What follows belongs to an exercise in optimizing a design on an open flow for small area; a production flow would make more cautious choices.
Function was checked by simulation only, so behaviour that the tests miss may differ from the original.
The flow treats the clock pin as an ideal source, which a real chip does not have.
Power and IR drop assume default switching activity.

## api_extension
module api_extension(
                     input wire           clk,
                     input wire           reset,
                     input wire [1 : 0]   command,
                     output wire [1 : 0]  status,
                     input wire [31 : 0]  address,
                     input wire [31 : 0]  write_data,
                     output wire [31 : 0] read_data,
                     output wire          nts_cs,
                     output wire          nts_we,
                     output wire [23 : 0] nts_address,
                     output wire [31 : 0] nts_write_data,
                     input wire  [31 : 0] nts_read_data,
                     input wire           nts_ready,
                     output wire          pp_cs,
                     output wire          pp_we,
                     output wire [23 : 0] pp_address,
                     output wire [31 : 0] pp_write_data,
                     input wire  [31 : 0] pp_read_data,
                     input wire           pp_ready,
                     output wire          dp_cs,
                     output wire          dp_we,
                     output wire [23 : 0] dp_address,
                     output wire [31 : 0] dp_write_data,
                     input wire  [31 : 0] dp_read_data,
                     input wire           dp_ready,
                     output wire          merge_cs,
                     output wire          merge_we,
                     output wire [7 : 0]  merge_address,
                     output wire [31 : 0] merge_write_data,
                     input wire  [31 : 0] merge_read_data,
                     input wire           merge_ready,
                     output wire          rosc_cs,
                     output wire          rosc_we,
                     output wire [7 : 0]  rosc_address,
                     output wire [31 : 0] rosc_write_data,
                     input wire  [31 : 0] rosc_read_data,
                     input wire           rosc_ready
                    );
Size in the first run: about 110 flip-flops, ~530 I/O pins, roughly 7800 sq um of cells after synthesis.
Settings: LEC_CHECK=0, CAP_MARGIN=20, CORE_MARGIN=2, CORE_UTILIZATION=65, GPL_TIMING_DRIVEN=0, SLEW_MARGIN=20; clock period 5.0 ns.
standard.sh (not shown) runs the stock make flow with config.mk's settings and CLKGATE_MAP_FILE= SYNTH_SCRIPT=/design/flow/synth_recipe.tcl, a recipe that flattens the netlist after the stock synthesis.
==> flow/flow/run.sh <==
#!/bin/bash
# Standard layout (the standard.sh) with these changes to how it is made:
# buf_1 as the port buffer cell, pins allowed on neighbouring tracks so a
# smaller die still holds all the ports, a clock tree of small clock buffers
# without dummy loads, and synthesis buffers removed at floorplan (global
# placement is not timing driven, so it does not remove them itself).
set -euo pipefail
bash standard.sh \
  'BUFFER_PORTS_ARGS=-buffer_cell sky130_fd_sc_hd__buf_1' \
  'PLACE_PINS_ARGS=-min_distance 1 -min_distance_in_tracks' \
  'CTS_ARGS=-sink_clustering_enable -repair_clock_nets -dont_use_dummy_load -buf_list {sky130_fd_sc_hd__clkbuf_4 sky130_fd_sc_hd__clkbuf_8}' \
  'REMOVE_ABC_BUFFERS=1' \
  finish > standard.log 2>&1
Then changed:
==> flow/flow/run.sh (replaced) <==
#!/bin/bash
# Standard layout (the standard.sh) with three changes to how it is made:
# buf_1 as the port buffer cell, pins allowed on neighbouring tracks so a
# smaller die still holds all the ports, and a clock tree of small clock
# buffers without dummy loads.
set -euo pipefail
bash standard.sh \
  'BUFFER_PORTS_ARGS=-buffer_cell sky130_fd_sc_hd__buf_1' \
  'PLACE_PINS_ARGS=-min_distance 1 -min_distance_in_tracks' \
  'CTS_ARGS=-sink_clustering_enable -repair_clock_nets -dont_use_dummy_load -buf_list {sky130_fd_sc_hd__clkbuf_4 sky130_fd_sc_hd__clkbuf_8}' \
  finish > standard.log 2>&1
Settings changed: GPL_TIMING_DRIVEN 0 to default.
After rerunning: Global-route usage went up by 0.63 points; combinational power climbs by 8.7%; total power is lower by about 0.7%; die area is unchanged; wire length came out higher by about 1.6%; setup slack is better by 0.32 ns.

---

The RTL this note starts from:
==> flow/design.v <==
module api_extension(
                     input wire           clk,
                     input wire           reset,
                     input wire [1 : 0]   command,
                     output wire [1 : 0]  status,
                     input wire [31 : 0]  address,
                     input wire [31 : 0]  write_data,
                     output wire [31 : 0] read_data,
                     output wire          nts_cs,
                     output wire          nts_we,
                     output wire [23 : 0] nts_address,
                     output wire [31 : 0] nts_write_data,
                     input wire  [31 : 0] nts_read_data,
                     input wire           nts_ready,
                     output wire          pp_cs,
                     output wire          pp_we,
                     output wire [23 : 0] pp_address,
                     output wire [31 : 0] pp_write_data,
                     input wire  [31 : 0] pp_read_data,
                     input wire           pp_ready,
                     output wire          dp_cs,
                     output wire          dp_we,
                     output wire [23 : 0] dp_address,
                     output wire [31 : 0] dp_write_data,
                     input wire  [31 : 0] dp_read_data,
                     input wire           dp_ready,
                     output wire          merge_cs,
                     output wire          merge_we,
                     output wire [7 : 0]  merge_address,
                     output wire [31 : 0] merge_write_data,
                     input wire  [31 : 0] merge_read_data,
                     input wire           merge_ready,
                     output wire          rosc_cs,
                     output wire          rosc_we,
                     output wire [7 : 0]  rosc_address,
                     output wire [31 : 0] rosc_write_data,
                     input wire  [31 : 0] rosc_read_data,
                     input wire           rosc_ready
                    );
  localparam CORE_NAME0       = 32'h6170692d;  
  localparam CORE_NAME1       = 32'h65787420;  
  localparam CORE_VERSION     = 32'h302e3232;  
  localparam ERROR_DATA       = 32'hdeaddead;
  reg          status_lo_reg;
  reg          status_hi_reg;
  reg [1 : 0]  phase_reg;
  reg          op_a_set_reg;
  reg          op_b_set_reg;
  reg [31 : 0] op_a_reg;
  reg [31 : 0] op_b_reg;
  reg          carry_reg;
  reg [1 : 0]  rot_reg;
  reg          gate_a_reg;
  reg          gate_b_reg;
  reg [31 : 0] read_data_reg;
  wire       busy     = ~status_lo_reg;
  wire       cmd_act  = |command;
  wire       cmd_wr   = &command;
  wire [7:0] prefix   = address[31 : 24];
  wire [7:0] low      = address[7 : 0];
  wire hit_api   = prefix == 8'h00;
  wire hit_pp    = prefix == 8'h10;
  wire hit_nts   = prefix == 8'h20;
  wire hit_dp    = prefix == 8'h40;
  wire hit_merge = prefix == 8'h60;
  wire hit_rosc  = prefix == 8'hfe;
  wire hit_none  = ~(hit_api | hit_pp | hit_nts | hit_dp | hit_merge | hit_rosc);
  reg sel_pp_reg, sel_nts_reg, sel_dp_reg, sel_merge_reg, sel_rosc_reg;
  reg sel_sum_reg;
  always @ (posedge clk)
    begin : decode_update
      sel_pp_reg    <= hit_pp;
      sel_nts_reg   <= hit_nts;
      sel_dp_reg    <= hit_dp;
      sel_merge_reg <= hit_merge;
      sel_rosc_reg  <= hit_rosc;
      sel_sum_reg   <= hit_api & ((low == 8'h10) | (low == 8'h11) | (low == 8'h12));
    end
  wire target_ready = ~((sel_pp_reg    & ~pp_ready)    |
                        (sel_nts_reg   & ~nts_ready)   |
                        (sel_dp_reg    & ~dp_ready)    |
                        (sel_merge_reg & ~merge_ready) |
                        (sel_rosc_reg  & ~rosc_ready));
  wire write_op_a = cmd_wr & hit_api & (low == 8'h10);
  wire write_op_b = cmd_wr & hit_api & (low == 8'h11);
  assign status           = {status_hi_reg, status_lo_reg};
  assign read_data        = read_data_reg;
  assign nts_cs           = busy & sel_nts_reg;
  assign nts_we           = busy & sel_nts_reg & cmd_wr;
  assign nts_address      = address[23 : 0];
  assign nts_write_data   = write_data;
  assign pp_cs            = busy & sel_pp_reg;
  assign pp_we            = busy & sel_pp_reg & cmd_wr;
  assign pp_address       = address[23 : 0];
  assign pp_write_data    = write_data;
  assign dp_cs            = busy & sel_dp_reg;
  assign dp_we            = busy & sel_dp_reg & cmd_wr;
  assign dp_address       = address[23 : 0];
  assign dp_write_data    = write_data;
  assign merge_cs         = busy & sel_merge_reg;
  assign merge_we         = busy & sel_merge_reg & cmd_wr;
  assign merge_address    = address[7 : 0];
  assign merge_write_data = write_data;
  assign rosc_cs          = busy & sel_rosc_reg;
  assign rosc_we          = busy & sel_rosc_reg & cmd_wr;
  assign rosc_address     = address[7 : 0];
  assign rosc_write_data  = write_data;
  wire [7 : 0] write_byte = ({8{rot_reg == 2'h0}} & write_data[7 : 0])   |
                            ({8{rot_reg == 2'h1}} & write_data[15 : 8])  |
                            ({8{rot_reg == 2'h2}} & write_data[23 : 16]) |
                            ({8{rot_reg == 2'h3}} & write_data[31 : 24]);
  wire [7 : 0] add_a = op_a_reg[7 : 0] & {8{gate_a_reg}};
  wire [7 : 0] add_b = op_b_reg[7 : 0] & {8{gate_b_reg}};
  wire [8 : 0] carry;
  wire [7 : 0] sum;
  assign carry[0] = carry_reg & gate_a_reg & gate_b_reg & (rot_reg != 2'h0);
  genvar i;
  generate
    for (i = 0 ; i < 8 ; i = i + 1)
      begin : adder
        assign sum[i]       = add_a[i] ^ add_b[i] ^ carry[i];
        assign carry[i + 1] = (add_a[i] & add_b[i]) | (add_a[i] & carry[i]) |
                              (carry[i] & add_b[i]);
      end
  endgenerate
  wire in_ctrl_wr   = ~status_lo_reg & (phase_reg == 2'h3);
  wire in_ctrl_done = status_lo_reg & (phase_reg == 2'h2);
  wire drop_early   = cmd_act & hit_api & ~in_ctrl_wr & ~in_ctrl_done;
  wire gate_a_new   = (op_a_set_reg | write_op_a) & ~(drop_early & (low == 8'h11));
  wire gate_b_new   = (op_b_set_reg | write_op_b) & ~(drop_early & (low == 8'h10));
  wire int_sum  = sel_sum_reg;
  wire ld_pp    = busy & sel_pp_reg;
  wire ld_nts   = busy & sel_nts_reg;
  wire ld_dp    = busy & sel_dp_reg;
  wire ld_merge = busy & sel_merge_reg;
  wire ld_rosc  = busy & sel_rosc_reg;
  wire ld_none  = busy & hit_none;
  wire ld_name0 = busy & hit_api & (low == 8'h00);
  wire ld_name1 = busy & hit_api & (low == 8'h01);
  wire ld_ver   = busy & hit_api & (low == 8'h02);
  wire in_ctrl_s1 = status_lo_reg & (phase_reg == 2'h1);
  wire [3 : 0] ld_sum = {4{int_sum & (busy | in_ctrl_s1)}} &
                        {rot_reg == 2'h3, rot_reg == 2'h2, rot_reg == 2'h1, rot_reg == 2'h0};
  wire [3 : 0] hold   = {4{~busy | int_sum}} & ~ld_sum;
  wire [31 : 0] read_data_new =
    ({32{ld_pp}}    & pp_read_data)    |
    ({32{ld_nts}}   & nts_read_data)   |
    ({32{ld_dp}}    & dp_read_data)    |
    ({32{ld_merge}} & merge_read_data) |
    ({32{ld_rosc}}  & rosc_read_data)  |
    ({32{ld_none}}  & ERROR_DATA)      |
    ({32{ld_name0}} & CORE_NAME0)      |
    ({32{ld_name1}} & CORE_NAME1)      |
    ({32{ld_ver}}   & CORE_VERSION)    |
    ({{8{ld_sum[3]}}, {8{ld_sum[2]}}, {8{ld_sum[1]}}, {8{ld_sum[0]}}} & {4{sum}}) |
    ({{8{hold[3]}}, {8{hold[2]}}, {8{hold[1]}}, {8{hold[0]}}} & read_data_reg);
  always @ (posedge clk)
    begin : data_update
      carry_reg  <= carry[8];
      gate_a_reg <= gate_a_new;
      gate_b_reg <= gate_b_new;
      op_a_reg <= {write_op_a ? write_byte : op_a_reg[7 : 0], op_a_reg[31 : 8]};
      op_b_reg <= {write_op_b ? write_byte : op_b_reg[7 : 0], op_b_reg[31 : 8]};
      read_data_reg <= read_data_new;
    end
  always @ (posedge clk or posedge reset)
    begin : ctrl_update
      if (reset)
        begin
          status_lo_reg <= 1'b1;
          status_hi_reg <= 1'b0;
          phase_reg     <= 2'h0;
          op_a_set_reg  <= 1'b0;
          op_b_set_reg  <= 1'b0;
          rot_reg       <= 2'h0;
        end
      else
        begin
          rot_reg <= rot_reg + 2'h1;
          if (write_op_a)
            op_a_set_reg <= 1'b1;
          if (write_op_b)
            op_b_set_reg <= 1'b1;
          if (status_lo_reg)
            begin
              case (phase_reg)
                2'h0:
                  if (cmd_act)
                    phase_reg <= 2'h1;
                2'h1:
                  begin
                    status_lo_reg <= 1'b0;
                    phase_reg     <= 2'h0;
                  end
                2'h2:
                  if (!cmd_act)
                    phase_reg <= 2'h3;
                2'h3:
                  begin
                    status_hi_reg <= 1'b0;
                    phase_reg     <= cmd_act ? 2'h1 : 2'h0;
                  end
              endcase
            end
          else
            begin
              case (phase_reg)
                2'h0:
                  phase_reg <= 2'h1;
                2'h1, 2'h2:
                  phase_reg <= target_ready ? 2'h3 : 2'h2;
                2'h3:
                  begin
                    status_lo_reg <= 1'b1;
                    status_hi_reg <= hit_none;
                    phase_reg     <= 2'h2;
                  end
              endcase
            end
        end
    end
endmodule  
clock: 5.0 ns
lec_check: 0
cap_margin: 20
core_aspect_ratio: 0.25
core_margin: 2
core_utilization: 45
slew_margin: 20
==> flow/flow/run.sh <==
#!/bin/bash
set -euo pipefail
args=(
  'BUFFER_PORTS_ARGS=-buffer_cell sky130_fd_sc_hd__buf_1'
  'CTS_ARGS=-sink_clustering_enable -repair_clock_nets -dont_use_dummy_load -buf_list {sky130_fd_sc_hd__clkbuf_4}'
)
bash standard.sh "${args[@]}" cts > standard_cts.log 2>&1
openroad -no_init -exit flow/clock_upsize.tcl > clock_upsize.log 2>&1
bash standard.sh "${args[@]}" finish > standard.log 2>&1
==> flow/flow/clock_upsize.tcl <==
# Upsize the clock buffers that drive 10 or more pins to clkbuf_8, then
# legalize the placement again.
set results orfs/results/$::env(FLOW_PLATFORM)/api_extension/base
read_liberty $::env(FLOW_HOME)/platforms/sky130hd/lib/sky130_fd_sc_hd__tt_025C_1v80.lib
read_db $results/4_cts.odb
set db [ord::get_db]
set big [$db findMaster sky130_fd_sc_hd__clkbuf_8]
set block [ord::get_db_block]
set n_up 0
foreach inst [$block getInsts] {
  if { [[$inst getMaster] getName] ne "sky130_fd_sc_hd__clkbuf_4" } { continue }
  set out [$inst findITerm X]
  set net [$out getNet]
  if { $net eq "NULL" } { continue }
  set loads [expr { [llength [$net getITerms]] - 1 }]
  if { $loads >= 10 } {
    puts "upsize [$inst getName] ($loads loads)"
    $inst swapMaster $big
    incr n_up
  }
}
puts "upsized $n_up clock buffers"
detailed_placement
check_placement -verbose
write_db $results/4_cts.odb
Next try:
Settings changed: CORE_UTILIZATION 45 to 55.
Hold slack gains 0.0039 ns.
Utilization climbs by 9.7 points.
Non-clock buffer count does not change.
Power goes down by 1.1%.
Critical path depth does not change.
Routed wire length grows by 13%.
Setup slack gets worse by 0.17 ns.

---

api_extension, a different RTL version from the one above (not shown whole).
Size in the first run: about 120 flip-flops, ~530 I/O pins, roughly 0.0068 mm2 of cells after synthesis.
Design api_extension, start of the top module:
module api_extension(
                     input wire           clk,
                     input wire           reset,
                     input wire [1 : 0]   command,
                     output wire [1 : 0]  status,
                     input wire [31 : 0]  address,
                     input wire [31 : 0]  write_data,
                     output wire [31 : 0] read_data,
                     output wire          nts_cs,
                     output wire          nts_we,
                     output wire [23 : 0] nts_address,
                     output wire [31 : 0] nts_write_data,
                     input wire  [31 : 0] nts_read_data,
                     input wire           nts_ready,
                     output wire          pp_cs,
                     output wire          pp_we,
                     output wire [23 : 0] pp_address,
                     output wire [31 : 0] pp_write_data,
                     input wire  [31 : 0] pp_read_data,
                     input wire           pp_ready,
                     output wire          dp_cs,
                     output wire          dp_we,
                     output wire [23 : 0] dp_address,
                     output wire [31 : 0] dp_write_data,
                     input wire  [31 : 0] dp_read_data,
                     input wire           dp_ready,
                     output wire          merge_cs,
                     output wire          merge_we,
                     output wire [7 : 0]  merge_address,
                     output wire [31 : 0] merge_write_data,
                     input wire  [31 : 0] merge_read_data,
                     input wire           merge_ready,
                     output wire          rosc_cs,
                     output wire          rosc_we,
                     output wire [7 : 0]  rosc_address,
                     output wire [31 : 0] rosc_write_data,
                     input wire  [31 : 0] rosc_read_data,
                     input wire           rosc_ready
                    );
export LEC_CHECK = 0
export CAP_MARGIN = 20
export CORE_ASPECT_RATIO = 0.25
export CORE_MARGIN = 2
export CORE_UTILIZATION = 60
export SLEW_MARGIN = 20
create_clock -name core_clock -period 5.0 [get_ports {clk}]
==> flow/flow/run.sh <==
#!/bin/bash
set -euo pipefail
bash standard.sh \
  'BUFFER_PORTS_ARGS=-buffer_cell sky130_fd_sc_hd__buf_1' \
  'CTS_ARGS=-sink_clustering_enable -repair_clock_nets -dont_use_dummy_load -buf_list {sky130_fd_sc_hd__clkbuf_4 sky130_fd_sc_hd__clkbuf_8}' \
  finish > standard.log 2>&1
The starting point completed without violations.
Edit:
==> flow/flow/run.sh (replaced) <==
#!/bin/bash
set -euo pipefail
bash standard.sh \
  'BUFFER_PORTS_ARGS=-buffer_cell sky130_fd_sc_hd__buf_1' \
  'CTS_ARGS=-sink_clustering_enable -repair_clock_nets -dont_use_dummy_load -buf_list {sky130_fd_sc_hd__clkbuf_4}' \
  finish > standard.log 2>&1
Settings changed: CORE_UTILIZATION 60 to 55.
After rerunning: Worst setup slack got worse by 12 ps. Synthesized cell count stays the same. Hold slack got worse by 17 ps.
Edit:
==> flow/flow/run.sh (replaced) <==
#!/bin/bash
set -euo pipefail
args=(
  'BUFFER_PORTS_ARGS=-buffer_cell sky130_fd_sc_hd__buf_1'
  'CTS_ARGS=-sink_clustering_enable -repair_clock_nets -dont_use_dummy_load -buf_list {sky130_fd_sc_hd__clkbuf_4}'
)
bash standard.sh "${args[@]}" cts > standard_cts.log 2>&1
openroad -no_init -exit flow/clock_upsize.tcl > clock_upsize.log 2>&1
bash standard.sh "${args[@]}" finish > standard.log 2>&1
==> flow/flow/clock_upsize.tcl (new file) <==
# Upsize the clock buffers that drive 10 or more pins to clkbuf_8, then
# legalize the placement again.
set results orfs/results/$::env(FLOW_PLATFORM)/api_extension/base
read_liberty $::env(FLOW_HOME)/platforms/sky130hd/lib/sky130_fd_sc_hd__tt_025C_1v80.lib
read_db $results/4_cts.odb
set db [ord::get_db]
set big [$db findMaster sky130_fd_sc_hd__clkbuf_8]
set block [ord::get_db_block]
set n_up 0
foreach inst [$block getInsts] {
  if { [[$inst getMaster] getName] ne "sky130_fd_sc_hd__clkbuf_4" } { continue }
  set out [$inst findITerm X]
  set net [$out getNet]
  if { $net eq "NULL" } { continue }
  set loads [expr { [llength [$net getITerms]] - 1 }]
  if { $loads >= 10 } {
    puts "upsize [$inst getName] ($loads loads)"
    $inst swapMaster $big
    incr n_up
  }
}
puts "upsized $n_up clock buffers"
detailed_placement
check_placement -verbose
write_db $results/4_cts.odb
=>
- die area does not change
- final area came out higher by 0.36%
- fmax hardly moves
- setup slack gets better by 4.1 ps
- count of clock-buffer cells in the layout stays the same
- global-route usage is about the same
- core utilization went up by 0.21 points
- first-iteration DRC count increases by 8.8%
- clock power rose by 8.9%
Edit:
==> flow/flow/run.sh (replaced) <==
#!/bin/bash
set -euo pipefail
bash standard.sh \
  'BUFFER_PORTS_ARGS=-buffer_cell sky130_fd_sc_hd__buf_1' \
  'CTS_ARGS=-sink_clustering_enable -repair_clock_nets -dont_use_dummy_load -buf_list {sky130_fd_sc_hd__clkbuf_4 sky130_fd_sc_hd__clkbuf_8}' \
  finish > standard.log 2>&1
removed: flow/flow/clock_upsize.tcl
Effect:
- The new run completed with no timing, DRC or antenna violations
- worst hold slack is better by 5.0 ps
- sequential cell count is unchanged
- design area rose by 1.1%
- maximum frequency hardly moves
- combinational power stays flat
- worst setup slack is worse by 6.5 ps
- area after synthesis is unchanged
- core utilization rose by 0.64 points
- routed wire length hardly moves
- clock skew rose by 4.3 ps

==> what the ideal ports hide <==
Ports are ideal in the flow. The routed layouts listed here were re-timed in OpenROAD. Step 1 (the two cells are an assumption about what drives the block):
set clk [get_ports {clk}]
set_driving_cell -lib_cell sky130_fd_sc_hd__clkbuf_16 $clk
set_driving_cell -lib_cell sky130_fd_sc_hd__buf_2 [delete_from_list [all_inputs] $clk]
Step 2 also shifts input and output timing later by t, the mid clock arrival at the registers, as if the neighbouring blocks saw the same clock. a / b / c = no drivers / after step 1 / after step 2; a / b = the first two.
run	t (ns)	slack for setup (ns)	hold WS [ns]	worst setup path at the end	latest minus earliest clock arrival (ns)
the first run of note 1	0.393	0.441 / 0.441 / 0.441	0.485 / 0.485 / 0.485	register to register	0.023 / 0.024
the second run of note 1	0.404	0.758 / 0.758 / 0.758	0.477 / 0.477 / 0.477	register to register	0.036 / 0.036
the first run of note 2	0.572	0.454 / 0.454 / 0.454	0.303 / 0.303 / 0.303	register to register	0.049 / 0.049
the second run of note 2	0.459	0.280 / 0.280 / 0.280	0.307 / 0.307 / 0.307	register to register	0.036 / 0.037
the first run of note 3	0.486	0.530 / 0.530 / 0.530	0.328 / 0.328 / 0.328	register to register	0.033 / 0.034
the second run of note 3	0.576	0.518 / 0.518 / 0.518	0.311 / 0.311 / 0.311	register to register	0.051 / 0.051
the third run of note 3	0.452	0.522 / 0.522 / 0.522	0.313 / 0.313 / 0.313	register to register	0.027 / 0.028
the fourth run of note 3	0.475	0.516 / 0.516 / 0.516	0.318 / 0.318 / 0.318	register to register	0.031 / 0.031
After both steps setup and hold are still met in every run listed.
